What follows belongs to an exercise in optimizing a design on an open flow for small area, a short achievable clock period and few clock cycles; a production flow would make more cautious choices.
No run shown here included a check of the RTL's function; only the layout flow was run.

### flow/design.v
module addk #(parameter W = 8) (input wire [W-1:0] x, input wire [W-1:0] y,
                                input wire ci, output wire [W-1:0] s);
  localparam integer NL = (W <= 1) ? 0 : (W <= 2) ? 1 : (W <= 4) ? 2 : (W <= 8) ? 3 : 4;
  wire [W-1:0] p = x ^ y;
  wire [W:0] P [0:NL];
  wire [W:0] V [0:NL];
  assign P[0] = {p, 1'b0};
  assign V[0] = {x, ci};
  genvar i, l;
  generate for (l = 0; l < NL; l = l + 1) begin: lv
    for (i = 0; i <= W; i = i + 1) begin: bt
      if (i >= (1 << l)) begin: m
        assign P[l+1][i] = P[l][i] & P[l][i - (1 << l)];
        assign V[l+1][i] = P[l][i] ? V[l][i - (1 << l)] : V[l][i];
      end else begin: k
        assign P[l+1][i] = P[l][i];
        assign V[l+1][i] = V[l][i];
      end
    end
  end endgenerate
  wire [W-1:0] c = V[NL][W-1:0];
  assign s = p ^ c;
endmodule
module add8c(input wire [7:0] x, input wire [7:0] y, input wire ci, output wire [7:0] s);
  addk #(8) a(.x(x), .y(y), .ci(ci), .s(s));
endmodule
module mul8(input wire [7:0] a, input wire [7:0] b, output wire [7:0] p);
  wire pp0_0 = a[0] & b[0];
  wire pp0_1 = a[1] & b[0];
  wire pp0_2 = a[2] & b[0];
  wire pp0_3 = a[3] & b[0];
  wire pp0_4 = a[4] & b[0];
  wire pp0_5 = a[5] & b[0];
  wire pp0_6 = a[6] & b[0];
  wire pp0_7 = a[7] & b[0];
  wire pp1_0 = a[0] & b[1];
  wire pp1_1 = a[1] & b[1];
  wire pp1_2 = a[2] & b[1];
  wire pp1_3 = a[3] & b[1];
  wire pp1_4 = a[4] & b[1];
  wire pp1_5 = a[5] & b[1];
  wire pp1_6 = a[6] & b[1];
  wire pp2_0 = a[0] & b[2];
  wire pp2_1 = a[1] & b[2];
  wire pp2_2 = a[2] & b[2];
  wire pp2_3 = a[3] & b[2];
  wire pp2_4 = a[4] & b[2];
  wire pp2_5 = a[5] & b[2];
  wire pp3_0 = a[0] & b[3];
  wire pp3_1 = a[1] & b[3];
  wire pp3_2 = a[2] & b[3];
  wire pp3_3 = a[3] & b[3];
  wire pp3_4 = a[4] & b[3];
  wire pp4_0 = a[0] & b[4];
  wire pp4_1 = a[1] & b[4];
  wire pp4_2 = a[2] & b[4];
  wire pp4_3 = a[3] & b[4];
  wire pp5_0 = a[0] & b[5];
  wire pp5_1 = a[1] & b[5];
  wire pp5_2 = a[2] & b[5];
  wire pp6_0 = a[0] & b[6];
  wire pp6_1 = a[1] & b[6];
  wire pp7_0 = a[0] & b[7];
  wire s1 = pp0_6 ^ pp1_5;
  wire c1 = s1 ? 1'b0 : pp0_6;
  wire h2 = pp0_7 ^ pp1_6;
  wire s2 = h2 ^ pp2_5;
  wire c2 = h2 ? pp2_5 : pp0_7;
  wire s3 = pp3_4 ^ pp4_3;
  wire c3 = s3 ? 1'b0 : pp3_4;
  wire s4 = pp0_4 ^ pp1_3;
  wire c4 = s4 ? 1'b0 : pp0_4;
  wire h5 = pp0_5 ^ pp1_4;
  wire s5 = h5 ^ pp2_3;
  wire c5 = h5 ? pp2_3 : pp0_5;
  wire s6 = pp3_2 ^ pp4_1;
  wire c6 = s6 ? 1'b0 : pp3_2;
  wire h7 = s1 ^ pp2_4;
  wire s7 = h7 ^ pp3_3;
  wire c7 = h7 ? pp3_3 : s1;
  wire h8 = pp4_2 ^ pp5_1;
  wire s8 = h8 ^ pp6_0;
  wire c8 = h8 ? pp6_0 : pp4_2;
  wire h9 = c1 ^ s2;
  wire s9 = h9 ^ s3;
  wire c9 = h9 ? s3 : c1;
  wire h10 = pp5_2 ^ pp6_1;
  wire s10 = h10 ^ pp7_0;
  wire c10 = h10 ? pp7_0 : pp5_2;
  wire s11 = pp0_3 ^ pp1_2;
  wire c11 = s11 ? 1'b0 : pp0_3;
  wire h12 = s4 ^ pp2_2;
  wire s12 = h12 ^ pp3_1;
  wire c12 = h12 ? pp3_1 : s4;
  wire h13 = c4 ^ s5;
  wire s13 = h13 ^ s6;
  wire c13 = h13 ? s6 : c4;
  wire h14 = c5 ^ c6;
  wire s14 = h14 ^ s7;
  wire c14 = h14 ? s7 : c5;
  wire h15 = c7 ^ c8;
  wire s15 = h15 ^ s9;
  wire c15 = h15 ? s9 : c7;
  wire s16 = pp0_2 ^ pp1_1;
  wire c16 = s16 ? 1'b0 : pp0_2;
  wire h17 = s11 ^ pp2_1;
  wire s17 = h17 ^ pp3_0;
  wire c17 = h17 ? pp3_0 : s11;
  wire h18 = c11 ^ s12;
  wire s18 = h18 ^ pp4_0;
  wire c18 = h18 ? pp4_0 : c11;
  wire h19 = c12 ^ s13;
  wire s19 = h19 ^ pp5_0;
  wire c19 = h19 ? pp5_0 : c12;
  wire h20 = c13 ^ s14;
  wire s20 = h20 ^ s8;
  wire c20 = h20 ? s8 : c13;
  wire h21 = c14 ^ s15;
  wire s21 = h21 ^ s10;
  wire c21 = h21 ? s10 : c14;
  wire [7:0] ra = {c20, c19, c18, c17, c16, s16, pp0_1, pp0_0};
  wire [7:0] rb = {s21, s20, s19, s18, s17, pp2_0, pp1_0, 1'b0};
  addk #(8) fin(.x(ra), .y(rb), .ci(1'b0), .s(p));
endmodule
module ge8(input wire [7:0] x, input wire [7:0] y, output wire ge);
  wire [7:0] eq = ~(x ^ y);
  wire [3:0] e1, g1;
  genvar i;
  generate for (i = 0; i < 4; i = i + 1) begin: l1
    assign e1[i] = eq[2*i+1] & eq[2*i];
    assign g1[i] = eq[2*i+1] ? x[2*i] : x[2*i+1];
  end endgenerate
  wire [1:0] e2, g2;
  generate for (i = 0; i < 2; i = i + 1) begin: l2
    assign e2[i] = e1[2*i+1] & e1[2*i];
    assign g2[i] = e1[2*i+1] ? g1[2*i] : g1[2*i+1];
  end endgenerate
  wire e3 = e2[1] & e2[0];
  wire g3 = e2[1] ? g2[0] : g2[1];
  assign ge = e3 | g3;
endmodule
module div8(input wire [7:0] a, input wire [7:0] d, output wire [7:0] q);
  wire [3:0] x1 = a[7:4];
  wire [7:0] ix = {x1, d[3:0]};
  localparam [255:0] TQ0 = 256'hff3f7f153f931f910fcf07cd03eb01e100f70075003b0019000f000500030001;
  localparam [255:0] TR0 = 256'h55d52a00d57d0a80f5750288fd5500a0ff5d0020ffd50008fff50000fffd0000;
  localparam [255:0] TQ1 = 256'h00f700f700750075003b003b00190019000f000f000500050003000300010001;
  localparam [255:0] TR1 = 256'h335199590ca00620f319f99100c00068ff31ff9100080000fff1fff900000000;
  localparam [255:0] TQ2 = 256'h000f000f000f000f000500050005000500030003000300030001000100010001;
  localparam [255:0] TR2 = 256'h0f018721c381e18100c0004000200000ff01ff81ffc1ffe10000000000000000;
  localparam [255:0] TQ3 = 256'h0003000300030003000300030003000300010001000100010001000100010001;
  localparam [255:0] TR3 = 256'h00018001c001e001f001f801fc01fe0100000000000000000000000000000000;
  wire [3:0] qh0 = {TQ3[ix], TQ2[ix], TQ1[ix], TQ0[ix]};
  wire [3:0] r10 = {TR3[ix], TR2[ix], TR1[ix], TR0[ix]};
  wire dhi = |d[7:4];
  wire [3:0] qh = dhi ? 4'd0 : qh0;
  wire [3:0] r1 = dhi ? x1 : r10;
  wire [11:0] m1  = {4'b0, d};
  wire [11:0] m2  = {3'b0, d, 1'b0};
  wire [11:0] m4  = {2'b0, d, 2'b0};
  wire [11:0] m8  = {1'b0, d, 3'b0};
  wire [11:0] m16 = {d, 4'b0};
  wire [11:0] m3, m5, m7, m9, m11, m13, m15;
  addk #(12) a3 (.x(m2),  .y(m1),  .ci(1'b0), .s(m3));
  addk #(12) a5 (.x(m4),  .y(m1),  .ci(1'b0), .s(m5));
  addk #(12) a7 (.x(m8),  .y(~m1), .ci(1'b1), .s(m7));
  addk #(12) a9 (.x(m8),  .y(m1),  .ci(1'b0), .s(m9));
  addk #(12) a11(.x(m8),  .y(m3),  .ci(1'b0), .s(m11));
  addk #(12) a13(.x(m8),  .y(m5),  .ci(1'b0), .s(m13));
  addk #(12) a15(.x(m16), .y(~m1), .ci(1'b1), .s(m15));
  wire [11:0] m6  = {m3[10:0], 1'b0};
  wire [11:0] m10 = {m5[10:0], 1'b0};
  wire [11:0] m12 = {m3[9:0], 2'b0};
  wire [11:0] m14 = {m7[10:0], 1'b0};
  wire [11:0] mk [1:15];
  assign mk[1] = m1;   assign mk[2] = m2;   assign mk[3] = m3;   assign mk[4] = m4;
  assign mk[5] = m5;   assign mk[6] = m6;   assign mk[7] = m7;   assign mk[8] = m8;
  assign mk[9] = m9;   assign mk[10] = m10; assign mk[11] = m11; assign mk[12] = m12;
  assign mk[13] = m13; assign mk[14] = m14; assign mk[15] = m15;
  wire [7:0] x2 = {r1, a[3:0]};
  wire [15:1] t;
  genvar k;
  generate for (k = 1; k < 16; k = k + 1) begin: cmp
    wire ge;
    ge8 c(.x(x2), .y(mk[k][7:0]), .ge(ge));
    assign t[k] = (mk[k][11:8] == 4'd0) & ge;
  end endgenerate
  wire [3:0] ql;
  assign ql[3] = t[8];
  assign ql[2] = t[4] & ~t[8] | t[12];
  assign ql[1] = t[2] & ~t[4] | t[6] & ~t[8] | t[10] & ~t[12] | t[14];
  assign ql[0] = t[1] & ~t[2] | t[3] & ~t[4] | t[5] & ~t[6] | t[7] & ~t[8]
               | t[9] & ~t[10] | t[11] & ~t[12] | t[13] & ~t[14] | t[15];
  assign q = {qh, ql};
endmodule
module execute(
  input wire [7:0] ra, rb, rc, rd,
  input wire [23:0] w,               
  input wire [3:0] u1a, u1b,
  input wire [1:0] u1op,
  input wire [3:0] u2a, u2b,
  input wire u2sub, u2mul,
  input wire [3:0] u3a, u3b,
  input wire u3sub,
  input wire [3:0] ta, tb, tc, td, s0t, s1t, s2t,
  output wire [7:0] na, nb, nc, nd, s0d, s1d, s2d
);
  localparam [3:0] T_U1 = 4'd7, T_U2 = 4'd8, T_U3 = 4'd9;
  function [7:0] early;
    input [3:0] t;
    input [7:0] a, b, c, d;
    input [23:0] w;
    begin
      case (t[2:0])
        3'd0: early = a;
        3'd1: early = b;
        3'd2: early = c;
        3'd3: early = d;
        3'd4: early = w[7:0];
        3'd5: early = w[15:8];
        default: early = w[23:16];
      endcase
    end
  endfunction
  wire [7:0] x1a = early(u1a, ra, rb, rc, rd, w);
  wire [7:0] x1b = early(u1b, ra, rb, rc, rd, w);
  wire [7:0] dv = u1b[1] ? (u1b[0] ? rd : rc) : rb;
  wire [7:0] q;
  div8 divider(.a(ra), .d(dv), .q(q));
  wire       sub1 = (u1op == 2'd1);
  wire [7:0] as1, mu1;
  add8c add1(.x(x1a), .y(x1b ^ {8{sub1}}), .ci(sub1), .s(as1));
  mul8 mul1(.a(x1a), .b(x1b), .p(mu1));
  wire [7:0] u1m = u1op[1] ? mu1 : as1;
  wire [7:0] u1 = (u1op == 2'd3) ? q : u1m;
  wire [7:0] e2a = early(u2a, ra, rb, rc, rd, w);
  wire [7:0] e2b = early(u2b, ra, rb, rc, rd, w);
  wire [7:0] x2a = (u2a == T_U1) ? u1 : e2a;
  wire [7:0] x2b = (u2b == T_U1) ? u1 : e2b;
  wire [7:0] m2a = (u2a == T_U1) ? u1m : e2a;
  wire [7:0] m2b = (u2b == T_U1) ? u1m : e2b;
  wire [7:0] as2, mu2;
  add8c add2(.x(x2a), .y(x2b ^ {8{u2sub}}), .ci(u2sub), .s(as2));
  mul8 mul2(.a(m2a), .b(m2b), .p(mu2));
  wire [7:0] u2 = u2mul ? mu2 : as2;
  wire [7:0] x3a = (u3a == T_U2) ? u2 : (u3a == T_U1) ? u1 : early(u3a, ra, rb, rc, rd, w);
  wire [7:0] x3b = (u3b == T_U2) ? u2 : (u3b == T_U1) ? u1 : early(u3b, ra, rb, rc, rd, w);
  wire [7:0] u3;
  add8c add3(.x(x3a), .y(x3b ^ {8{u3sub}}), .ci(u3sub), .s(u3));
  function [7:0] pick;
    input [3:0] t;
    input [7:0] e, r1, r2, r3;
    begin
      pick = (t == T_U3) ? r3 : (t == T_U2) ? r2 : (t == T_U1) ? r1 : e;
    end
  endfunction
  assign na = pick(ta, early(ta, ra, rb, rc, rd, w), u1, u2, u3);
  assign nb = pick(tb, early(tb, ra, rb, rc, rd, w), u1, u2, u3);
  assign nc = pick(tc, early(tc, ra, rb, rc, rd, w), u1, u2, u3);
  assign nd = pick(td, early(td, ra, rb, rc, rd, w), u1, u2, u3);
  assign s0d = pick(s0t, early(s0t, ra, rb, rc, rd, w), u1, u2, u3);
  assign s1d = pick(s1t, early(s1t, ra, rb, rc, rd, w), u1, u2, u3);
  assign s2d = pick(s2t, early(s2t, ra, rb, rc, rd, w), u1, u2, u3);
endmodule
module membank(
  input wire clk,
  input wire we,
  input wire [4:0] wrow,
  input wire [7:0] wdata,
  input wire [31:0] rsel,
  input wire usel,             
  output wire [7:0] rdata,
  output wire [7:0] udata      
);
  reg [7:0] mem [0:31];
  always @(posedge clk)
    if (we)
      mem[wrow] <= wdata;
  reg [7:0] qt [0:3];
  integer i, j;
  always @* begin
    for (j = 0; j < 4; j = j + 1) begin
      qt[j] = 8'd0;
      for (i = 8 * j; i < 8 * j + 8; i = i + 1)
        qt[j] = qt[j] | ({8{rsel[i]}} & mem[i]);
    end
  end
  assign rdata = qt[0] | qt[1] | qt[2] | qt[3];
  assign udata = ({8{usel}} & qt[0]) | ({8{usel}} & qt[1]) | ({8{usel}} & qt[2]) | ({8{usel}} & qt[3]);
endmodule
module group_decoder(
  input wire [71:0] win_all,      
  input wire [4:0] row_lo,        
  input wire [4:0] row_hi,        
  input wire short,               
  output wire [9:1] len_oh,       
  output wire halt,
  output wire [3:0] u1a, u1b,     
  output wire [1:0] u1op,         
  output wire [3:0] u2a, u2b,     
  output wire u2sub, u2mul,
  output wire [3:0] u3a, u3b,     
  output wire u3sub,
  output wire [3:0] ta, tb, tc, td,  
  output wire [23:0] imm,         
  output wire s0v, s1v, s2v,      
  output wire [7:0] s0a, s1a, s2a,
  output wire [3:0] s0t, s1t, s2t
);
  localparam integer W = 9;       
  localparam integer K = 6;       
  localparam [3:0] T_U1 = 4'd7, T_U2 = 4'd8, T_U3 = 4'd9;
  wire [7:0] win [0:W];
  genvar j, r, k;
  generate for (j = 0; j < W; j = j + 1) begin: wb
    assign win[j] = win_all[8*j +: 8];
  end endgenerate
  assign win[W] = 8'd0;
  wire [W:0] two;    
  generate for (j = 0; j < W; j = j + 1) begin: tw
    assign two[j] = (win[j][7:3] == 5'b00011);
  end endgenerate
  assign two[W] = 1'b0;
  wire [W+2:0] sp [0:K];
  assign sp[0] = {{(W+2){1'b0}}, 1'b1};
  generate for (k = 0; k < K; k = k + 1) begin: spk
    reg [W+2:0] nxt;
    integer p;
    always @* begin
      nxt = {(W+3){1'b0}};
      for (p = 0; p <= W; p = p + 1) begin
        nxt[p+1] = nxt[p+1] | (sp[k][p] & ~two[p]);
        nxt[p+2] = nxt[p+2] | (sp[k][p] & two[p]);
      end
    end
    assign sp[k+1] = nxt;
  end endgenerate
  wire [7:0] op [0:K-1];
  wire [7:0] nx [0:K-1];
  wire [K-1:0] fit;
  generate for (k = 0; k < K; k = k + 1) begin: sl
    reg [7:0] o, n;
    integer p;
    always @* begin
      o = 8'd0; n = 8'd0;
      for (p = k; p < W; p = p + 1) begin
        o = o | ({8{sp[k][p]}} & win[p]);
        n = n | ({8{sp[k][p]}} & win[p+1]);
      end
    end
    assign op[k] = o;
    assign nx[k] = n;
    assign fit[k] = ~|sp[k+1][W+2:W+1] & ~(short & sp[k+1][W]);
  end endgenerate
  wire [K-1:0] is_mov, is_alu, is_as, is_mul, is_mvi, is_st, is_halt, is_div;
  wire [3:0] wr [0:K-1];    
  wire [3:0] rd [0:K-1];    
  wire [1:0] aop [0:K-1];
  generate for (k = 0; k < K; k = k + 1) begin: dc
    wire [7:0] o = op[k];
    assign is_mov[k]  = (o <= 8'h0b);
    assign is_alu[k]  = (o >= 8'h0c) && (o <= 8'h17);
    assign is_as[k]   = (o >= 8'h0c) && (o <= 8'h11);
    assign is_mul[k]  = (o >= 8'h12) && (o <= 8'h14);
    assign is_div[k]  = (o >= 8'h15) && (o <= 8'h17);
    assign is_mvi[k]  = (o[7:2] == 6'b000110);
    assign is_st[k]   = (o[7:2] == 6'b000111);
    assign is_halt[k] = (o == 8'hff);
    reg [3:0] w, s;
    always @* begin
      w = 4'b0000; s = 4'b0000;
      if (o <= 8'h0b) begin
        case (o[3:0])
          4'h0: begin w = 4'b0001; s = 4'b0010; end
          4'h1: begin w = 4'b0001; s = 4'b0100; end
          4'h2: begin w = 4'b0001; s = 4'b1000; end
          4'h3: begin w = 4'b0010; s = 4'b0001; end
          4'h4: begin w = 4'b0010; s = 4'b0100; end
          4'h5: begin w = 4'b0010; s = 4'b1000; end
          4'h6: begin w = 4'b0100; s = 4'b0010; end
          4'h7: begin w = 4'b0100; s = 4'b0001; end
          4'h8: begin w = 4'b0100; s = 4'b1000; end
          4'h9: begin w = 4'b1000; s = 4'b0010; end
          4'ha: begin w = 4'b1000; s = 4'b0100; end
          default: begin w = 4'b1000; s = 4'b0001; end
        endcase
      end else if (o <= 8'h17) begin
        w = 4'b0001;
        case (o[4:0])
          5'h0c, 5'h0f, 5'h12, 5'h15: s = 4'b0010;
          5'h0d, 5'h10, 5'h13, 5'h16: s = 4'b0100;
          default: s = 4'b1000;
        endcase
      end else if (o[7:2] == 6'b000110) begin
        w = 4'b0001 << o[1:0];
      end else if (o[7:2] == 6'b000111) begin
        s = 4'b0001 << o[1:0];
      end
    end
    assign wr[k] = w;
    assign rd[k] = s;
    assign aop[k] = (o <= 8'h0e) ? 2'd0 : (o <= 8'h11) ? 2'd1 : (o <= 8'h14) ? 2'd2 : 2'd3;
  end endgenerate
  wire [K-1:0] alu_ge1, alu_ge2, alu_ge3, st_ge1, st_ge2, st_ge3, mvi_ge1, mvi_ge2, mvi_ge3, div_ge1;
  wire [3:0] wb4 [0:K-1];
  wire [3:0] w2 [0:K-1];
  assign alu_ge1[0] = 1'b0; assign alu_ge2[0] = 1'b0; assign alu_ge3[0] = 1'b0;
  assign st_ge1[0]  = 1'b0; assign st_ge2[0]  = 1'b0; assign st_ge3[0] = 1'b0;
  assign mvi_ge1[0] = 1'b0; assign mvi_ge2[0] = 1'b0; assign mvi_ge3[0] = 1'b0;
  assign div_ge1[0] = 1'b0;
  assign wb4[0] = 4'b0000;
  assign w2[0] = 4'b0000;
  generate for (k = 1; k < K; k = k + 1) begin: cnt
    assign alu_ge1[k] = alu_ge1[k-1] | is_alu[k-1];
    assign alu_ge2[k] = alu_ge2[k-1] | (alu_ge1[k-1] & is_alu[k-1]);
    assign alu_ge3[k] = alu_ge3[k-1] | (alu_ge2[k-1] & is_alu[k-1]);
    assign st_ge1[k]  = st_ge1[k-1] | is_st[k-1];
    assign st_ge2[k]  = st_ge2[k-1] | (st_ge1[k-1] & is_st[k-1]);
    assign st_ge3[k]  = st_ge3[k-1] | (st_ge2[k-1] & is_st[k-1]);
    assign mvi_ge1[k] = mvi_ge1[k-1] | is_mvi[k-1];
    assign mvi_ge2[k] = mvi_ge2[k-1] | (mvi_ge1[k-1] & is_mvi[k-1]);
    assign mvi_ge3[k] = mvi_ge3[k-1] | (mvi_ge2[k-1] & is_mvi[k-1]);
    assign div_ge1[k] = div_ge1[k-1] | (is_alu[k-1] & is_div[k-1]);
    assign wb4[k] = wb4[k-1] | wr[k-1];
    assign w2[k] = w2[k-1] | ({4{alu_ge2[k-1] | (alu_ge1[k-1] & is_alu[k-1])}} & wr[k-1]);
  end endgenerate
  wire [K-1:0] first_alu  = is_alu & ~alu_ge1;
  wire [K-1:0] second_alu = is_alu & alu_ge1 & ~alu_ge2;
  wire [K-1:0] third_alu  = is_alu & alu_ge2 & ~alu_ge3;
  wire [K-1:0] first_st   = is_st & ~st_ge1;
  wire [K-1:0] second_st  = is_st & st_ge1 & ~st_ge2;
  wire [K-1:0] third_st   = is_st & st_ge2 & ~st_ge3;
  wire [K-1:0] mvi0 = is_mvi & ~mvi_ge1;
  wire [K-1:0] mvi1 = is_mvi & mvi_ge1 & ~mvi_ge2;
  wire [K-1:0] mvi2 = is_mvi & mvi_ge2 & ~mvi_ge3;
  reg [7:0] r_s0a, r_s1a, r_s2a;
  integer i;
  always @* begin
    r_s0a = 8'd0; r_s1a = 8'd0; r_s2a = 8'd0;
    for (i = 0; i < K; i = i + 1) begin
      r_s0a = r_s0a | ({8{first_st[i]}} & nx[i]);
      r_s1a = r_s1a | ({8{second_st[i]}} & nx[i]);
      r_s2a = r_s2a | ({8{third_st[i]}} & nx[i]);
    end
  end
  assign s0a = r_s0a; assign s1a = r_s1a; assign s2a = r_s2a;
  wire smc0 = (r_s0a[7:3] == row_lo) | (r_s0a[7:3] == row_hi);
  wire smc1 = (r_s1a[7:3] == row_lo) | (r_s1a[7:3] == row_hi);
  wire smc2 = (r_s2a[7:3] == row_lo) | (r_s2a[7:3] == row_hi);
  wire clash1 = (r_s1a[2:0] == r_s0a[2:0]);
  wire clash2 = (r_s2a[2:0] == r_s0a[2:0]) | (r_s2a[2:0] == r_s1a[2:0]);
  wire [K-1:0] cb, ca;
  generate for (k = 0; k < K; k = k + 1) begin: cut
    wire div_late = is_div[k] & (wb4[k][0] | |(wb4[k] & rd[k]));
    assign cb[k] = ~fit[k]
                 | (is_alu[k] & (alu_ge3[k] | (alu_ge2[k] & ~is_as[k]) | div_late
                                 | (alu_ge1[k] & (is_div[k] | (is_mul[k] & div_ge1[k])))))
                 | (is_st[k] & (st_ge3[k] | |(w2[k] & rd[k])
                                | (second_st[k] & clash1) | (third_st[k] & clash2)))
                 | (is_mvi[k] & mvi_ge3[k]);
    assign ca[k] = is_halt[k] | (first_st[k] & smc0) | (second_st[k] & smc1) | (third_st[k] & smc2);
  end endgenerate
  wire [K:1] stop;
  generate for (k = 1; k <= K; k = k + 1) begin: sp1
    if (k < K) begin: m
      assign stop[k] = cb[k] | ca[k-1];
    end else begin: l
      assign stop[k] = 1'b1;
    end
  end endgenerate
  wire [K:1] prior;    
  assign prior[1] = 1'b0;
  generate for (k = 2; k <= K; k = k + 1) begin: pr
    assign prior[k] = prior[k-1] | stop[k-1];
  end endgenerate
  wire [K:1] n_oh = stop & ~prior;
  wire [K-1:0] inc;
  assign inc[0] = 1'b1;
  generate for (k = 1; k < K; k = k + 1) begin: ic
    assign inc[k] = ~prior[k+1 > K ? K : k+1] & ~stop[k];
  end endgenerate
  reg [9:1] r_len;
  always @* begin
    r_len = 9'd0;
    for (i = 1; i <= K; i = i + 1)
      r_len = r_len | ({9{n_oh[i]}} & sp[i][9:1]);
  end
  assign len_oh = r_len;
  wire [3:0] t [0:K][0:3];
  wire [3:0] srct [0:K-1];
  generate for (r = 0; r < 4; r = r + 1) begin: t0
    assign t[0][r] = r;
  end endgenerate
  generate for (k = 0; k < K; k = k + 1) begin: tg
    assign srct[k] = ({4{rd[k][0]}} & t[k][0]) | ({4{rd[k][1]}} & t[k][1])
                   | ({4{rd[k][2]}} & t[k][2]) | ({4{rd[k][3]}} & t[k][3]);
    wire [3:0] cv = is_mvi[k] ? (mvi_ge2[k] ? 4'd6 : mvi_ge1[k] ? 4'd5 : 4'd4)
                              : (alu_ge2[k] ? T_U3 : alu_ge1[k] ? T_U2 : T_U1);
    for (r = 0; r < 4; r = r + 1) begin: rg
      wire w  = wr[k][r];
      wire wm = w & is_mov[k];
      wire wc = w & ~is_mov[k];
      assign t[k+1][r] = ({4{~w}} & t[k][r]) | ({4{wm}} & srct[k]) | ({4{wc}} & cv);
    end
  end endgenerate
  reg [3:0] tend [0:3];
  integer m;
  always @* begin
    for (m = 0; m < 4; m = m + 1) begin
      tend[m] = 4'd0;
      for (i = 1; i <= K; i = i + 1)
        tend[m] = tend[m] | ({4{n_oh[i]}} & t[i][m]);
    end
  end
  assign ta = tend[0];
  assign tb = tend[1];
  assign tc = tend[2];
  assign td = tend[3];
  reg [3:0] r_u1a, r_u1b, r_u2a, r_u2b, r_u3a, r_u3b, r_s0t, r_s1t, r_s2t;
  reg [1:0] r_u1op;
  reg       r_u2sub, r_u2mul, r_u3sub, r_s0v, r_s1v, r_s2v, r_halt;
  reg [23:0] r_imm;
  always @* begin
    r_u1a = 4'd0; r_u1b = 4'd0; r_u2a = 4'd0; r_u2b = 4'd0;
    r_s0t = 4'd0; r_s1t = 4'd0; r_s2t = 4'd0;
    r_u1op = 2'd0; r_u2sub = 1'b0; r_u2mul = 1'b0;
    r_u3a = 4'd0; r_u3b = 4'd0; r_u3sub = 1'b0;
    r_s0v = 1'b0; r_s1v = 1'b0; r_s2v = 1'b0; r_halt = 1'b0;
    r_imm = 24'd0;
    for (i = 0; i < K; i = i + 1) begin
      r_u1a = r_u1a | ({4{first_alu[i]}} & t[i][0]);
      r_u1b = r_u1b | ({4{first_alu[i]}} & srct[i]);
      r_u1op = r_u1op | ({2{first_alu[i]}} & aop[i]);
      r_u2a = r_u2a | ({4{second_alu[i]}} & t[i][0]);
      r_u2b = r_u2b | ({4{second_alu[i]}} & srct[i]);
      r_u2sub = r_u2sub | (second_alu[i] & (aop[i] == 2'd1));
      r_u2mul = r_u2mul | (second_alu[i] & (aop[i] == 2'd2));
      r_u3a = r_u3a | ({4{third_alu[i]}} & t[i][0]);
      r_u3b = r_u3b | ({4{third_alu[i]}} & srct[i]);
      r_u3sub = r_u3sub | (third_alu[i] & (aop[i] == 2'd1));
      r_s0t = r_s0t | ({4{first_st[i]}} & srct[i]);
      r_s0v = r_s0v | (first_st[i] & inc[i]);
      r_s1t = r_s1t | ({4{second_st[i]}} & srct[i]);
      r_s1v = r_s1v | (second_st[i] & inc[i]);
      r_s2t = r_s2t | ({4{third_st[i]}} & srct[i]);
      r_s2v = r_s2v | (third_st[i] & inc[i]);
      r_imm[7:0]   = r_imm[7:0]   | ({8{mvi0[i]}} & nx[i]);
      r_imm[15:8]  = r_imm[15:8]  | ({8{mvi1[i]}} & nx[i]);
      r_imm[23:16] = r_imm[23:16] | ({8{mvi2[i]}} & nx[i]);
      r_halt = r_halt | (is_halt[i] & inc[i]);
    end
  end
  assign u1a = r_u1a; assign u1b = r_u1b; assign u1op = r_u1op;
  assign u2a = r_u2a; assign u2b = r_u2b; assign u2sub = r_u2sub; assign u2mul = r_u2mul;
  assign u3a = r_u3a; assign u3b = r_u3b; assign u3sub = r_u3sub;
  assign s0t = r_s0t; assign s1t = r_s1t; assign s2t = r_s2t;
  assign s0v = r_s0v; assign s1v = r_s1v; assign s2v = r_s2v;
  assign imm = r_imm;
  assign halt = r_halt;
endmodule
module processor(
  input wire clk, reset,
  input wire op,  
  input wire [7:0] in_data,
  input wire user_write_memory,
  input wire [7:0] user_address,
  output wire [7:0] out_data,  
  output wire done             
);
  reg [7:0] reg_a, reg_b, reg_c, reg_d;
  reg [7:0] pc;
  reg       f_halted;     
  reg       done_r;
  reg [63:0] rb0, rb1;
  reg [7:0]  rv0, rv1;    
  reg        g_valid;
  reg        g_halt;
  reg [23:0] g_imm;       
  reg [3:0]  g_u1a, g_u1b;
  reg [1:0]  g_u1op;
  reg [3:0]  g_u2a, g_u2b;
  reg        g_u2sub, g_u2mul;
  reg [3:0]  g_u3a, g_u3b;
  reg        g_u3sub;
  reg [3:0]  g_ta, g_tb, g_tc, g_td;
  reg        g_s0v, g_s1v, g_s2v;
  reg [7:0]  g_s0a, g_s1a, g_s2a;
  reg [3:0]  g_s0t, g_s1t, g_s2t;
  wire [4:0] row0 = pc[7:3];
  wire [4:0] row1 = row0 + 5'd1;
  wire [4:0] row2 = row0 + 5'd2;
  wire [7:0] a_new, b_new, c_new, d_new, s0d, s1d, s2d;
  execute ex(
    .ra(reg_a), .rb(reg_b), .rc(reg_c), .rd(reg_d), .w(g_imm),
    .u1a(g_u1a), .u1b(g_u1b), .u1op(g_u1op),
    .u2a(g_u2a), .u2b(g_u2b), .u2sub(g_u2sub), .u2mul(g_u2mul),
    .u3a(g_u3a), .u3b(g_u3b), .u3sub(g_u3sub),
    .ta(g_ta), .tb(g_tb), .tc(g_tc), .td(g_td), .s0t(g_s0t), .s1t(g_s1t), .s2t(g_s2t),
    .na(a_new), .nb(b_new), .nc(c_new), .nd(d_new), .s0d(s0d), .s1d(s1d), .s2d(s2d)
  );
  wire all0 = &rv0;
  wire all1 = &rv1;
  wire [4:0] frow = ~all0 ? row0 : ~all1 ? row1 : row2;
  wire [4:0] rrow = op ? frow : user_address[7:3];
  wire [31:0] rsel = 32'd1 << rrow;
  wire [7:0] cw0 = {8{g_valid & g_s0v}} & (8'd1 << g_s0a[2:0]);
  wire [7:0] cw1 = {8{g_valid & g_s1v}} & (8'd1 << g_s1a[2:0]);
  wire [7:0] cw2 = {8{g_valid & g_s2v}} & (8'd1 << g_s2a[2:0]);
  wire [7:0] uwb = {8{~op & user_write_memory}} & (8'd1 << user_address[2:0]);
  wire [63:0] bank_row;
  wire [63:0] bank_user;
  wire [7:0]  ubank = 8'd1 << user_address[2:0];
  genvar b;
  generate for (b = 0; b < 8; b = b + 1) begin: bk
    wire       we   = cw0[b] | cw1[b] | cw2[b] | uwb[b];
    wire [4:0] wrow = cw0[b] ? g_s0a[7:3] : cw1[b] ? g_s1a[7:3] : cw2[b] ? g_s2a[7:3] : user_address[7:3];
    wire [7:0] wdat = cw0[b] ? s0d : cw1[b] ? s1d : cw2[b] ? s2d : in_data;
    membank m(.clk(clk), .we(we), .wrow(wrow), .wdata(wdat), .rsel(rsel),
              .usel(ubank[b]), .rdata(bank_row[8*b +: 8]), .udata(bank_user[8*b +: 8]));
  end endgenerate
  assign out_data = bank_user[7:0] | bank_user[15:8] | bank_user[23:16] | bank_user[31:24]
                  | bank_user[39:32] | bank_user[47:40] | bank_user[55:48] | bank_user[63:56];
  wire [2:0] pcl = pc[2:0];
  wire [127:0] rbuf = {rb1, rb0};
  wire [71:0] win_all = rbuf[{pcl, 3'b000} +: 72];
  wire [9:1] f_len_oh;
  wire [23:0] f_imm;
  wire       f_halt;
  wire [3:0] f_u1a, f_u1b, f_u2a, f_u2b;
  wire [1:0] f_u1op;
  wire       f_u2sub, f_u2mul;
  wire [3:0] f_u3a, f_u3b;
  wire       f_u3sub;
  wire [3:0] f_ta, f_tb, f_tc, f_td;
  wire       f_s0v, f_s1v, f_s2v;
  wire [7:0] f_s0a, f_s1a, f_s2a;
  wire [3:0] f_s0t, f_s1t, f_s2t;
  group_decoder dec(
    .win_all(win_all), .row_lo(row0), .row_hi(row1), .short(pcl == 3'd7),
    .len_oh(f_len_oh), .halt(f_halt), .imm(f_imm),
    .u1a(f_u1a), .u1b(f_u1b), .u1op(f_u1op),
    .u2a(f_u2a), .u2b(f_u2b), .u2sub(f_u2sub), .u2mul(f_u2mul),
    .u3a(f_u3a), .u3b(f_u3b), .u3sub(f_u3sub),
    .ta(f_ta), .tb(f_tb), .tc(f_tc), .td(f_td),
    .s0v(f_s0v), .s1v(f_s1v), .s2v(f_s2v), .s0a(f_s0a), .s1a(f_s1a), .s2a(f_s2a),
    .s0t(f_s0t), .s1t(f_s1t), .s2t(f_s2t)
  );
  wire hz0 = g_s0v & ((g_s0a[7:3] == row0) | (g_s0a[7:3] == row1) | (g_s0a[7:3] == row2));
  wire hz1 = g_s1v & ((g_s1a[7:3] == row0) | (g_s1a[7:3] == row1) | (g_s1a[7:3] == row2));
  wire hz2 = g_s2v & ((g_s2a[7:3] == row0) | (g_s2a[7:3] == row1) | (g_s2a[7:3] == row2));
  wire hz = g_valid & (hz0 | hz1 | hz2);
  wire f_run = op & ~f_halted & ~done_r;
  wire f_go = f_run & all0 & all1 & ~hz;
  wire f_load = f_run & ~(all0 & all1) & ~hz;    
  reg [4:0] pcl_sum;
  integer k;
  always @* begin
    pcl_sum = 5'd0;
    for (k = 1; k <= 9; k = k + 1)
      pcl_sum = pcl_sum | ({5{f_len_oh[k]}} & ({2'b0, pcl} + k));
  end
  wire f_carry = pcl_sum[3];
  wire f_carry2 = pcl_sum[4];
  wire [7:0] snoop0 = {8{uwb != 8'd0 && user_address[7:3] == row0}} & uwb;
  wire [7:0] snoop1 = {8{uwb != 8'd0 && user_address[7:3] == row1}} & uwb;
  always @(posedge clk, posedge reset)
    if (reset) begin
      reg_a <= 8'h55; reg_b <= 8'h11; reg_c <= 8'h11; reg_d <= 8'h11;
      pc <= 8'd0;
      f_halted <= 1'b0; done_r <= 1'b0;
      g_valid <= 1'b0;
      rv0 <= 8'd0; rv1 <= 8'd0;
    end else begin
      if (g_valid) begin
        reg_a <= a_new; reg_b <= b_new; reg_c <= c_new; reg_d <= d_new;
      end
      if (f_go) pc <= {f_carry2 ? row2 : f_carry ? row1 : row0, pcl_sum[2:0]};
      g_valid <= f_go;
      if (!op) begin
        f_halted <= 1'b0;
        done_r <= 1'b0;
      end else begin
        if (f_go && f_halt) f_halted <= 1'b1;
        if (g_valid && g_halt) done_r <= 1'b1;
      end
      if (hz) begin
        rv0 <= 8'd0; rv1 <= 8'd0;
      end else if (f_go && f_carry2) begin
        rv0 <= 8'hff; rv1 <= 8'd0;
      end else if (f_go && f_carry) begin
        rv0 <= rv1; rv1 <= 8'hff;
      end else if (f_load) begin
        if (!all0) rv0 <= 8'hff;
        else rv1 <= 8'hff;
      end else begin
        rv0 <= rv0 | snoop0;
        rv1 <= rv1 | snoop1;
      end
    end
  genvar y;
  generate for (y = 0; y < 8; y = y + 1) begin: rbb
    always @(posedge clk) begin
      if (f_go && f_carry2) begin
        rb0[8*y +: 8] <= bank_row[8*y +: 8];
      end else if (f_go && f_carry) begin
        rb0[8*y +: 8] <= rb1[8*y +: 8];
        rb1[8*y +: 8] <= bank_row[8*y +: 8];
      end else if (f_load) begin
        if (!all0) rb0[8*y +: 8] <= bank_row[8*y +: 8];
        else rb1[8*y +: 8] <= bank_row[8*y +: 8];
      end else begin
        if (snoop0[y]) rb0[8*y +: 8] <= in_data;
        if (snoop1[y]) rb1[8*y +: 8] <= in_data;
      end
    end
  end endgenerate
  always @(posedge clk) begin
    g_halt <= f_halt;
    g_imm <= f_imm;
    g_u1a <= f_u1a; g_u1b <= f_u1b; g_u1op <= f_u1op;
    g_u2a <= f_u2a; g_u2b <= f_u2b; g_u2sub <= f_u2sub; g_u2mul <= f_u2mul;
    g_u3a <= f_u3a; g_u3b <= f_u3b; g_u3sub <= f_u3sub;
    g_ta <= f_ta; g_tb <= f_tb; g_tc <= f_tc; g_td <= f_td;
    g_s0v <= f_s0v; g_s0a <= f_s0a; g_s0t <= f_s0t;
    g_s1v <= f_s1v; g_s1a <= f_s1a; g_s1t <= f_s1t;
    g_s2v <= f_s2v; g_s2a <= f_s2a; g_s2t <= f_s2t;
  end
  assign done = done_r;
endmodule
### flow/flow/run.sh
#!/bin/bash
# The standard flow's own layout (standard.sh), except that synthesis skips ORFS's adder
# step (Yosys extract_fa and the full/half-adder cell map): ABC then maps the
# arithmetic as plain logic and times it as a whole. Everything else, the
# registers included, is the standard synthesis and layout.
set -euo pipefail
here=$(pwd)

# ORFS's synth.tcl without the block from "Technology mapping of adders" up
# to "Technology mapping of latches"
sed '/^# Technology mapping of adders/,/^# Technology mapping of latches/{/^# Technology mapping of latches/!d}' \
  "$FLOW_HOME/scripts/synth.tcl" > "$here/synth_noadder.tcl"
grep -q '^# Technology mapping of latches' "$here/synth_noadder.tcl"
! grep -q 'extract_fa' "$here/synth_noadder.tcl"

# The standard flow's synthesis script, sourcing that instead of ORFS's synth.tcl
sed "s#source \$::env(SCRIPTS_DIR)/synth.tcl#source $here/synth_noadder.tcl#" \
  synth_recipe.tcl > "$here/synth_recipe_noadder.tcl"
grep -q 'synth_noadder.tcl' "$here/synth_recipe_noadder.tcl"

# standard.sh with that synthesis script
sed "s#SYNTH_SCRIPT=[^ ]*#SYNTH_SCRIPT=$here/synth_recipe_noadder.tcl#" standard.sh > "$here/standard_noadder.sh"
grep -q 'synth_recipe_noadder.tcl' "$here/standard_noadder.sh"

bash "$here/standard_noadder.sh" finish > "$here/orfs_make.log" 2>&1
### flow/standard.sh
#!/bin/bash
# synth_recipe.tcl (not shown) runs the flow's synth.tcl, then flattens the netlist and writes it again
# the make line also repeats each setting of config.mk as NAME=value (left out here)
make -C /OpenROAD-flow-scripts/flow DESIGN_CONFIG=/design/flow/config.mk WORK_HOME=/design/flow/orfs CLKGATE_MAP_FILE= SYNTH_SCRIPT=/design/flow/synth_recipe.tcl "${@:-finish}"
### flow/config.mk
export PLATFORM = sky130hd
export DESIGN_NAME = processor
export DESIGN_NICKNAME = processor
export VERILOG_FILES = /design/flow/design.v
export SDC_FILE = /design/flow/constraint.sdc
export NUM_CORES = 8
export LEC_CHECK = 0
export CAP_MARGIN = 20
export CORE_MARGIN = 2
export CORE_UTILIZATION = 50
export PLACE_DENSITY = 0.6
export SETUP_SLACK_MARGIN = 4
export SLEW_MARGIN = 20
### flow/constraint.sdc
create_clock -name core_clock -period 12.5 [get_ports {clk}]
set_input_delay 2.5000 -clock core_clock [delete_from_list [all_inputs] [get_ports {clk}]]
set_output_delay 2.5000 -clock core_clock [all_outputs]
set_load 0.01 [all_outputs]
==> load_flow_metrics.sql, run 1 <==
INSERT INTO impl_metrics (metric_group, metric, value, unit) VALUES
('timing', 'final_max_slew_viol_count', '0', ''),
('critical_path', 'crit_chain', 'buf_4 -> nor2_2 -> a21o_1 -> nor2_1 -> nand2_2 -> buf_4 -> nor2_4 -> buf_4 -> a22o_1 -> a221oi_2 -> nand4_1 -> or3_1 -> mux2_2 -> nand2_1 -> o211ai_1 -> buf_2', ''),
('synthesis', 'synth_top_cells_by_count', 'sky130_fd_sc_hd__edfxtp_1 (2,176), sky130_fd_sc_hd__nor2_1 (1,015), sky130_fd_sc_hd__nand2_1 (953)', ''),
('synthesis', 'synth-seq-area-share', '55.1', '%'),
('detailed_routing', 'route.detailed.wl_per_inst', '38.9', 'um'),
('timing', 'max_freq', '115', 'MHz'),
('hold_path', 'worstHoldPathType', 'reg2reg', ''),
('timing', 'worst_slew_pin_slew', '1.31', 'ns'),
('global_routing', 'grt_overflow_total', '0', ''),
('placed_design', 'port_buffers', '28', ''),
('critical_path', 'critical_path.most_common_cell', 'sky130_fd_sc_hd__buf_4', ''),
('synthesis', 'asyncSetResetFlopFracSynth', '2.52', '%'),
('critical_path', 'startpoint_to_endpoint_class_of_the_critical_path', 'in2out', ''),
('floorplanning', 'die_height', '505', 'um'),
('placed_design', 'dp.final_hpwl', '398', 'mm'),
('placed_design', 'gp_routability_congestion', '1.10', ''),
('run_status', 'status', 'finished clean', ''),
('detailed_routing', 'route.antenna.remaining_nets', '0', ''),
('critical_path', 'regToRegSetupSlack', '3.94', 'ns'),
('critical_path', 'startpoint_type', 'primary input', ''),
('clock_network', 'worst_path_clk_slew', '0.07', 'ns'),
('floorplanning', 'placeableCoreArea', '0.249', 'mm2'),
('global_routing', 'gr-max-usage-layer', 'met2', ''),
('global_routing', 'grt_pass1_vias', '103000', ''),
('synthesis', 'post_synth_instance_area', '0.125', 'mm2'),
('timing', 'timing.setup.tns', '0', 'ns'),
('detailed_routing', 'drc', '0', ''),
('critical_path', 'worstPathRequired', '10.00', 'ns'),
('critical_path', 'slowest_delay', '0.56', 'ns'),
('timing', 'final_hold_viol_count', '0', ''),
('finish', 'multi_input_area', '0.0574', 'mm2'),
('timing', 'rsz0062_at_grt', 'yes', ''),
('run', 'max_cap_viol_count', '0', ''),
('critical_path', 'critPathLaunch', 'user_address[4]', ''),
('synthesis', 'synthMostInstantiatedCell', 'sky130_fd_sc_hd__edfxtp_1', ''),
('synthesis', 'post_synth_num_cell_types', '143', ''),
('finish', 'area_growth', '20.5', '%'),
('detailed_routing', 'drt-vias-per-instance', '7.40', ''),
('timing', 'clock-skew-final', '0.129', 'ns'),
('finish', 'drive_gt1_share', '22.9', '%'),
('floorplanning', 'fp.dieArea', '0.255', 'mm2'),
('critical_path', 'critPathTopFamily', 'simple AND/OR/NAND/NOR gates', ''),
('synthesis', 'synth-edff-count', '2176', ''),
('synthesis', 'synth_largest_type_area_fraction', '52.2', '%'),
('critical_path', 'worstSetupEndpointType', 'output pin', ''),
('finish', 'fillers', '19900', ''),
('synthesis', 'ys_seq_elements', '2342', ''),
('global_routing', 'grt_pass1_wl', '818', 'mm'),
('clock_network', 'clk_latency', '0.98', 'ns'),
('global_routing', 'globalRouteMet1Util', '58.3', '%'),
('clock_network', 'cts-htree-levels', '4', ''),
('critical_path', 'regToRegStartpoint', 'pc[0]$_DFFE_PP0P_', ''),
('clock_network', 'clock_tree_buffer_depth', '3', ''),
('synthesis', 'synth_area_leader_cell', 'sky130_fd_sc_hd__edfxtp_1', ''),
('timing', 'setup_viol_count_final', '0', ''),
('synthesis', 'post_synth_inst_count', '11300', ''),
('floorplanning', 'floorplan.initialDensity', '50.3', '%'),
('global_routing', 'grt_antenna_before_repair', '30', ''),
('global_routing', 'largest_net_degree_at_the_start_of_global_routing', '79', ''),
('finish', 'final_cell_count_no_fill', '15500', ''),
('floorplanning', 'io-pin-count', '29', ''),
('clock_network', 'cts_root_buf', 'sky130_fd_sc_hd__clkbuf_16', ''),
('global_routing', 'use_met3', '11.0', '%'),
('critical_path', 'worst_ep_arrival_time', '6.18', 'ns'),
('detailed_routing', 'finalWirelength', '602', 'mm'),
('clock_network', 'clock_tree_from_tritoncts', 'done', ''),
('synthesis', 'postSynth.topFlopCell', 'sky130_fd_sc_hd__edfxtp_1', ''),
('detailed_routing', 'detail_route.first_pass.iterations', '11', '');
==> flip-flops by register name, indices dropped and copies added, names as in the netlist, 8 cells and up <==
signal / count
g_s0a: 8
rb0: 64
reg_c: 8
rv0: 8
g_imm: 24
g_s1a: 8
rv1: 8
reg_a: 8
reg_d: 8
reg_b: 8
rb1: 64
pc: 8
bk.m.mem: 2048
g_s2a: 8
==> kinds of logic after synthesis <==
family / synth area share, %
compound gates: 22.4
simple gates: 11.9
flops: 55.1
buf+inv: 3.39
mux: 4.98
xor+xnor: 1.85
fa+ha+maj: 0.417
other cells: 0.00299
==> placed cells by master, fill, tap and decap left out, drive strengths merged, types with 88 or more instances in the layout <==
cell / netlist / routed
a211oi: 160 / 160
a21oi: 603 / 603
a221oi: 299 / 299
a22o: 245 / 245
a22oi: 715 / 715
a31oi: 98 / 98
buf: 292 / 1208
clkbuf: 570 / 304
clkinv: 3 / 112
dfxtp: 107 / 107
edfxtp: 2176 / 2176
inv: 142 / 148
mux2: 92 / 92
mux2i: 274 / 274
mux4: 107 / 107
nand2: 955 / 955
nand2b: 88 / 88
nand3: 322 / 322
nand4: 194 / 194
nor2: 1022 / 1025
nor3: 189 / 190
o211ai: 137 / 137
o21a: 124 / 124
o21ai: 723 / 724
o221ai: 141 / 141
o22ai: 147 / 148
xnor2: 195 / 195
==> routing by layer <==
metal / vias to the layer above / routed length (um)
li1: 46100 / -
met1: 55900 / 209000
met2: 9971 / 257000
met3: 2515 / 81200
met4: 16 / 55300
met5: - / 111
==> cell type report <==
cell class	instances	area share [%]
Clock buffer	279	3.93
Clock inverter	143	1.00
Timing Repair Buffer	1267	8.14
Sequential cell	2342	45.7
Tap cell	3330	2.76
Multi-Input combinational cell	7942	38.0
Antenna cell	29	0.0481
Inverter	145	0.372
==> final timing paths <==
check | to | cells past startpoint
max | out_data[7] | 16
min | rv1[1]$_DFFE_PP0P_ | 1
max reg2reg | rb1[7]$_DFFE_PP_ | 37
min reg2reg | rv1[1]$_DFFE_PP0P_ | 1
max in group asynchronous | pc[1]$_DFFE_PP0P_ | 3
min in group asynchronous | reg_d[2]$_DFFE_PP0P_ | 3
==> repair_timing <==
action	in CTS	in global routing
resized for setup	744	483
setup buffers	286	308
hold buffers	0	0
cloned	28	26
hold endpoints to repair	0	0
pin swaps	158	183
setup endpoints to repair	2402	2107
==> through the flow <==
| stage | setup WS, ns | util (%) | area [um2] | hold WS, ns |
|---|---|---|---|---|
| final | 3.82 | 60.7 | 151000 | 0.492 |
| after global routing | 3.80 | 60.6 | 151000 | 0.503 |
| after CTS | 4.00 | 58.4 | 145000 | 0.493 |
| after detailed placement | 1.44 | 52.8 | 131000 | 0.479 |
| after global placement | 1.45 | 52.8 | 131000 | 0.477 |
| after floorplan | 3.97 | - | 125000 | 0.463 |
==> worst register-to-register path: cells and delay by family (launching register included) <==
| family | cells | cell delay (ns) |
|---|---|---|
| compound gates | 15 | 3.07 |
| xor+xnor | 1 | 0.32 |
| buf+inv | 13 | 2.50 |
| flops | 1 | 0.52 |
| mux | 3 | 0.97 |
| simple gates | 5 | 0.88 |
==> run 2: changes to the inputs <==
--- a/flow/config.mk
+++ b/flow/config.mk
@@ -10,4 +10,4 @@
 export CORE_UTILIZATION = 50
 export PLACE_DENSITY = 0.6
-export SETUP_SLACK_MARGIN = 4
+export SETUP_SLACK_MARGIN = 5
 export SLEW_MARGIN = 20
==> load_flow_metrics.sql, run 2 <==
INSERT INTO impl_metrics (metric_group, metric, value, unit) VALUES
('floorplanning', 'placeableCoreArea', '0.249', 'mm2'),
('timing', 'clock-skew-final', '0.124', 'ns'),
('critical_path', 'worst_ep_arrival_time', '6.32', 'ns'),
('critical_path', 'critical_path.most_common_cell', 'sky130_fd_sc_hd__buf_12', ''),
('clock_network', 'worst_path_clk_slew', '0.06', 'ns'),
('detailed_routing', 'route.antenna.remaining_nets', '0', ''),
('synthesis', 'synth_top_cells_by_count', 'sky130_fd_sc_hd__edfxtp_1 (2,176), sky130_fd_sc_hd__nor2_1 (1,015), sky130_fd_sc_hd__nand2_1 (953)', ''),
('detailed_routing', 'drc', '0', ''),
('timing', 'final_hold_viol_count', '0', ''),
('timing', 'setup_viol_count_final', '0', ''),
('clock_network', 'clock_tree_from_tritoncts', 'done', ''),
('global_routing', 'grt_antenna_before_repair', '47', ''),
('run', 'max_cap_viol_count', '0', ''),
('synthesis', 'post_synth_and_or_nand_nor_area_fraction', '11.9', '%'),
('global_routing', 'largest_net_degree_at_the_start_of_global_routing', '82', ''),
('synthesis', 'yosys-mux-area-fraction', '4.98', '%'),
('clock_network', 'clock_tree_buffer_depth', '3', ''),
('synthesis', 'post_synth_inst_count', '11300', ''),
('clock_network', 'post_cts_hold_buffer_count', '0', ''),
('synthesis', 'postSynth.topFlopCell', 'sky130_fd_sc_hd__edfxtp_1', ''),
('synthesis', 'synth-edff-count', '2176', ''),
('synthesis', 'synth_compound_area_share', '22.4', '%'),
('critical_path', 'startpoint_to_endpoint_class_of_the_critical_path', 'in2out', ''),
('finish', 'most_common_library_cell_in_the_layout_ignoring_fill_and_taps', 'sky130_fd_sc_hd__edfxtp_1', ''),
('global_routing', 'grt_overflow_total', '0', ''),
('floorplanning', 'fp.dieArea', '0.255', 'mm2'),
('timing', 'max_freq', '113', 'MHz'),
('placed_design', 'gp_routability_congestion', '1.10', ''),
('synthesis', 'post_synth_num_cell_types', '143', ''),
('critical_path', 'crit_chain', 'buf_12 -> buf_12 -> nor2_4 -> a21oi_2 -> buf_6 -> nand2b_4 -> buf_12 -> nor2_4 -> buf_12 -> buf_4 -> buf_12 -> a22o_1 -> a221oi_1 -> nand4_1 -> or3_4 -> a22oi_1 -> nand4_1 -> buf_2', ''),
('detailed_routing', 'route.detailed.wl_per_inst', '42.0', 'um'),
('synthesis', 'synth_xor_xnor_area_share', '1.85', '%'),
('synthesis', 'largest_family_of_logic_cells_by_synthesized_area', 'compound AO/OA/AOI/OAI gates', ''),
('synthesis', 'ys_seq_elements', '2342', ''),
('synthesis', 'synth_largest_type_area_fraction', '52.2', '%'),
('synthesis', 'synthMostInstantiatedCell', 'sky130_fd_sc_hd__edfxtp_1', ''),
('detailed_routing', 'finalWirelength', '681', 'mm'),
('timing', 'final_max_slew_viol_count', '0', ''),
('global_routing', 'grt_pass1_wl', '903', 'mm'),
('placed_design', 'port_buffers', '28', ''),
('timing', 'timing.setup.tns', '0', 'ns'),
('timing', 'rsz0062_at_grt', 'yes', ''),
('timing', 'worst_slew_pin_slew', '1.34', 'ns'),
('finish', 'drive_gt1_share', '32.5', '%'),
('synthesis', 'synth_area_leader_cell', 'sky130_fd_sc_hd__edfxtp_1', ''),
('synthesis', 'synth_top_cells_by_area', 'sky130_fd_sc_hd__edfxtp_1 (52%), sky130_fd_sc_hd__a22oi_1 (4.3%), sky130_fd_sc_hd__nor2_1 (3.0%)', ''),
('critical_path', 'worstSetupEndpointType', 'output pin', ''),
('critical_path', 'slowest_delay', '0.57', 'ns'),
('clock_network', 'cts-htree-levels', '4', ''),
('finish', 'regMostFlops', 'bk.m.mem', ''),
('clock_network', 'clk_latency', '0.95', 'ns'),
('synthesis', 'synth-seq-area-share', '55.1', '%'),
('floorplanning', 'floorplan.initialDensity', '50.3', '%'),
('detailed_routing', 'detail_route.first_pass.iterations', '10', ''),
('critical_path', 'critPathTopFamily', 'simple AND/OR/NAND/NOR gates', ''),
('run_status', 'status', 'finished clean', ''),
('critical_path', 'worstPathRequired', '10.00', 'ns'),
('floorplanning', 'die_height', '505', 'um'),
('finish', 'fillers', '17900', ''),
('synthesis', 'asyncSetResetFlopFracSynth', '2.52', '%'),
('global_routing', 'grt_pass1_vias', '112000', ''),
('hold_path', 'worstHoldPathType', 'reg2reg', ''),
('detailed_routing', 'drt-vias-per-instance', '7.62', ''),
('finish', 'most-common-layout-cells', 'sky130_fd_sc_hd__edfxtp_1 (2,176), sky130_fd_sc_hd__buf_4 (1,159), sky130_fd_sc_hd__nor2_1 (828), sky130_fd_sc_hd__nand2_1 (822), sky130_fd_sc_hd__a22oi_1 (674)', ''),
('floorplanning', 'io-pin-count', '29', ''),
('finish', 'largest_register_ff_count', '2048', ''),
('synthesis', 'synth_fa_ha_area_share', '0.417', '%');
[run 2: cell types whose count changed in the layout (fill, tap and decap cells not counted), moves of 54 or more]
cell and delta:
sky130_fd_sc_hd__buf_6 +228, sky130_fd_sc_hd__buf_12 +152, sky130_fd_sc_hd__o21ai_4 +88, sky130_fd_sc_hd__buf_4 +178, sky130_fd_sc_hd__nor2_1 -64, sky130_fd_sc_hd__o21ai_1 -54, sky130_fd_sc_hd__nand2_1 -92, sky130_fd_sc_hd__o21ai_0 -69
sky130_fd_sc_hd__o21ai_2 +65
[run 2: kinds of logic after synthesis]
kind of cell	count (synthesis)
AOI/OAI and AO/OA	3935
adders and majority gates	51
and+or+nand+nor	3217
buffers and inverters	1007
DFF	2342
other	1
muxes	473
xor gates and xnor gates	250
[run 2: layout make-up]
type / instances / area, um2 / share of cell area [%]
inverter: 145 / 573 / 0.342
multi-input combinational: 7993 / 63500 / 37.9
antenna: 32 / 80.1 / 0.0478
timing repair buffer: 1939 / 22000 / 13.1
clock inverter: 171 / 2090 / 1.25
sequential: 2342 / 69000 / 41.3
clock buffer: 266 / 5950 / 3.56
tap: 3330 / 4170 / 2.49
[run 2: worst paths after layout]
check / startpoint / end / cells past startpoint / slack (ns)
setup / recovery: op / out_data[2] / 18 / 3.68
hold / removal: rv1[3]$_DFFE_PP0P_ / rv1[3]$_DFFE_PP0P_ / 1 / 0.49
setup reg to reg: pc[0]$_DFFE_PP0P_ / rb0[22]$_DFFE_PP_ / 38 / 3.76
hold reg to reg: rv1[3]$_DFFE_PP0P_ / rv1[3]$_DFFE_PP0P_ / 1 / 0.49
max in group asynchronous: reset / pc[0]$_DFFE_PP0P_ / 3 / 9.40
min in group asynchronous: reset / reg_c[1]$_DFFE_PP0P_ / 2 / 2.04
[run 2: timing repair]
item / 4_1_cts / 5_1_grt
pin swaps: 455 / 437
buffers inserted: 807 / 330
cloned: 142 / 57
resized for setup: 1802 / 950
setup endpoints to repair: 2438 / 2391
[run 2: layer usage]
layer / share of wire, % / wire length [um] / vias to the layer above / GRT usage [%]
li1: - / - / 47700 / -
met1: 32 / 215000 / 59300 / 59.2
met2: 41 / 278000 / 12500 / 72.4
met3: 15 / 103000 / 4022 / 18.0
met4: 12 / 83700 / 40 / 45.1
met5: 0.075 / 510 / - / 0.131
[run 2: through the flow]
step | setup slack [ns] | std cells | utilization [%] | hold WS (ns) | cell area, um2
final | 3.68 | 16200 | 67.2 | 0.492 | 167000
after global routing | 3.72 | 16200 | 67.2 | 0.498 | 167000
after CTS | 3.90 | 15800 | 63.7 | 0.494 | 159000
after detailed placement | 1.44 | 14400 | 53.2 | 0.481 | 132000
after global placement | 1.36 | 14400 | 53.1 | 0.474 | 132000
after floorplan | 4.72 | 11300 | - | 0.463 | 126000

-- port drivers added, routing unchanged --
The results above use ideal ports. As a check the final layouts listed here were re-extracted and re-timed, cells and wires unchanged.
Step 1 assumes that a clkbuf_16 drives the clock port and a buf_2 every other input.
Step 2, shift: input delay + t, output delay - t, t = (earliest + latest rising clock arrival at the registers) / 2. This alone moves slack from input paths to output paths.
Three values: ideal, step 1, step 2; two values: the first two.
run	t (ns)	setup slack, ns	worst setup path after step 2	latest minus earliest clock arrival (ns)	worst data-port slew with drivers (ns)
run 1	0.995	3.818 / 3.650 / 3.650	input to output	0.155 / 0.155	0.26
run 2	1.008	3.679 / 3.506 / 3.506	input to output	0.132 / 0.133	0.29
After both steps every run listed still meets setup and hold. The setup slack of run 2, which loses most, moves by -0.173 ns with the drivers and by -0.173 ns with both steps.
